What follows belongs to an exercise in optimizing a design on an open flow for small area and a short achievable clock period; a production flow would make more cautious choices. In this exercise RTL edits were held to simulation tests only and were not proved equivalent to the original. Power figures rest on the tool's default switching activity, not on a simulated workload.

==> build 53 <==
// microprocessor
module microprocessor(clk, rst, outputPorts, inputPorts, imem_addr, imem_data, dmem_addr, dmem_we, dmem_wdata, dmem_rdata);
Settings: LEC_CHECK=0, CAP_MARGIN=20, CORE_MARGIN=2, CORE_UTILIZATION=40, CTS_CLUSTER_DIAMETER=60, CTS_CLUSTER_SIZE=30, PLACE_DENSITY=0.55, SETUP_SLACK_MARGIN=3.5, SLEW_MARGIN=20, SYNTH_HIERARCHICAL=1; clock period 6.0 ns.
run.sh (not shown) runs the stock make flow with config.mk's settings and CLKGATE_MAP_FILE= SYNTH_SCRIPT=/design/flow/synth_recipe.tcl, a recipe that flattens the netlist after the stock synthesis.
==> trial 46: changes against build 53 <==
--- a/flow/design.v
+++ b/flow/design.v
@@ -248,36 +248,35 @@
 	assign dmem_addr = m_addr;
 	assign dmem_we = m_we;
 	assign dmem_wdata = {m_b, m_lo[15:8], m_sd};
 	wire [15:0] m_hi;
 	alu m_alu(.a(m_a), .b(m_b), .q(m_b), .ci(m_c16), .sel_lo(m_sel), .sel_hi(m_sel), .out(m_hi), .co());
 	wire m_in = (m_addr[7:1] == 7'b0000100);
 	wire [31:0] m_ld = m_in ? {31'd0, inputPorts[m_addr[0]]} : dmem_rdata;
-	wire [11:0] m_dest_dec = {(4'b0001 << m_dest[4:3]) & {4{m_wr}}, 8'b00000001 << m_dest[2:0]};
 	reg [31:0] w_data;
-	reg [3:0] w_hi;             
-	reg [7:0] w_lo;
+	reg [4:0] w_dest;
+	reg w_wr;
 	always @(posedge clk) begin
 		if (rst) begin
 			pc <= 8'd0; pc_a <= 8'd0;
 			d_op <= 6'h3f;     
 			d_jump <= 1'b0;
 			e_wr <= 1'b0; e_store <= 1'b0; e_branch <= 1'b0;
 			m_wr <= 1'b0; m_we <= 1'b0; m_store <= 1'b0; m_taken <= 1'b0;
-			w_hi <= 4'd0;
+			w_wr <= 1'b0;
 			outputPorts <= 8'd0;
 		end else begin
 			pc <= m_taken ? m_lo[7:0] : (d_jump ? d_jt : pc + 8'd1);
 			pc_a <= pc;
 			d_op <= imem_data[31:26];
 			d_jump <= (imem_data[31:26] == 6'b000010);
 			e_wr <= d_wr; e_store <= d_store; e_branch <= d_branch;
 			m_wr <= e_wr; m_store <= e_store; m_taken <= e_branch & e_eq;
 			m_we <= e_store & ~e_io;
-			w_hi <= m_dest_dec[11:8];
+			w_wr <= m_wr;
 			if (m_store && m_addr[7:3] == 5'd0) outputPorts[m_addr[2:0]] <= m_sd[0];
 		end
 	end
 	always @(posedge clk) begin
 		d_ir <= imem_data[15:0];
 		d_jt <= pc_a + imem_data[7:0];
 		d_rt <= f_rt;
@@ -287,19 +286,19 @@
 		e_tgt <= pc_a + d_ir[7:0];
 		e_load <= d_load; e_imm <= d_imm; e_sub <= d_sub; e_res <= d_res;
 		m_lo <= e_lo; m_c16 <= e_c16; m_a <= e_a[31:16];
 		m_b <= e_store ? e_b[31:16] : e_bop[31:16];
 		m_sel <= e_sel_mid;
 		m_sd <= e_b[7:0]; m_dest <= e_dest; m_load <= e_load;
 		w_data <= m_load ? m_ld : {m_hi, m_lo};
-		w_lo <= m_dest_dec[7:0];
+		w_dest <= m_dest;
 	end
 	genvar g;
 	generate
 		for (g = 1; g < 32; g = g + 1) begin : RF_WRITE
 			reg [31:0] r;
 			always @(posedge clk)
-				if (w_hi[g / 8] & w_lo[g % 8]) r <= w_data;
+				if (w_wr && w_dest == g) r <= w_data;
 			assign rf[32*(g-1) +: 32] = r;
 		end
 	endgenerate
 endmodule
==> flow/flow/run.sh (new file) <==
#!/bin/bash
# The standard layout, with the port buffers chosen in flow/ports.tcl (run
# just before global placement) in place of the delay cells that
# buffer_ports picks by itself.
set -euo pipefail
export DONT_BUFFER_PORTS=1
export PRE_GLOBAL_PLACE_TCL="$PWD/flow/ports.tcl"
bash standard.sh > standard.log 2>&1
==> flow/flow/ports.tcl (new file) <==
# Port buffers, placed before global placement in place of the standard
# flow's buffer_ports call: small buffers on the inputs, which have slack,
# and plain buf_4 buffers on the outputs.
buffer_ports -inputs -buffer_cell sky130_fd_sc_hd__buf_1
buffer_ports -outputs -buffer_cell sky130_fd_sc_hd__buf_4
==> flow/standard.sh (new file) <==
#!/bin/bash
# synth_recipe.tcl (not shown) runs the flow's synth.tcl, then flattens the netlist and writes it again
# the make line also repeats each setting of config.mk as NAME=value (left out here)
make -C /OpenROAD-flow-scripts/flow DESIGN_CONFIG=/design/flow/config.mk WORK_HOME=/design/flow/orfs CLKGATE_MAP_FILE= SYNTH_SCRIPT=/design/flow/synth_recipe.tcl "${@:-finish}"
removed: flow/run.sh
==> comparison table <==
Outcome: build 53 finished clean; trial 46 finished clean
Post-layout minimum cycle time: build 53 2540 ps; trial 46 2450 ps
Setup slack after layout: build 53 3460 ps; trial 46 3550 ps
Cell Int Power: build 53 0.0160 W; trial 46 0.0156 W
Overall via count from detail_route: build 53 36600; trial 46 35500
PortBufs: build 53 124; trial 46 123
Worst min-delay path startpoint: build 53 e_dest[3]; trial 46 d_ir[8]
GR Util met1: build 53 0.361; trial 46 0.338
Sw Share: build 53 0.286; trial 46 0.292
Comb power frac: build 53 0.130; trial 46 0.090
Signed area change from the synthesized netlist to the final layout: build 53 16.0%; trial 46 13.6%
Synthesized netlist cell count: build 53 3327; trial 46 3314
Chip Width: build 53 361 µm; trial 46 360 µm
Share of cells above drive strength 1: build 53 0.155; trial 46 0.124
Setup slack, reg-to-reg: build 53 3460 ps; trial 46 3550 ps
Non-clock inverter total of the final layout: build 53 77; trial 46 75
Met3 routed WL: build 53 22600 µm; trial 46 24800 µm
Layout net count: build 53 3757; trial 46 3582
Post-Route WL: build 53 189000 µm; trial 46 177000 µm
Average via count per standard cell: build 53 6.74; trial 46 6.77
Max stage delay cell, worst path: build 53 sky130_fd_sc_hd__a222oi_1; trial 46 sky130_fd_sc_hd__or3_1
Clk sink count: build 53 1334; trial 46 1328
Topmost layer with routed signal wires: build 53 met5; trial 46 met4
Die area: build 53 131000 µm²; trial 46 130000 µm²
Slew HR: build 53 0.171; trial 46 0.288

-- separate check: timing with driven ports --
How much do the figures lean on ideal ports? The routed layouts below were timed once more, with nothing changed but the port constraints. Step 1 assumes that a clkbuf_16 drives the clock port and a buf_2 every other input. Step 2, shift: input delay + t, output delay - t, t = (earliest + latest rising clock arrival at the registers) / 2. This alone moves slack from input paths to output paths. a / b / c = ideal / step 1 / step 2; a / b = the first two.
run	t, ns	setup slack, ns	cell pins on the clock port's net
build 53	0.797	3.458 / 3.458 / 2.940	1
trial 46	0.769	3.548 / 3.486 / 3.423	1
After both steps every run listed still meets setup and hold. For build 53, which loses most, drivers alone change the setup slack by 0.000 ns; drivers and shift together by -0.518 ns.
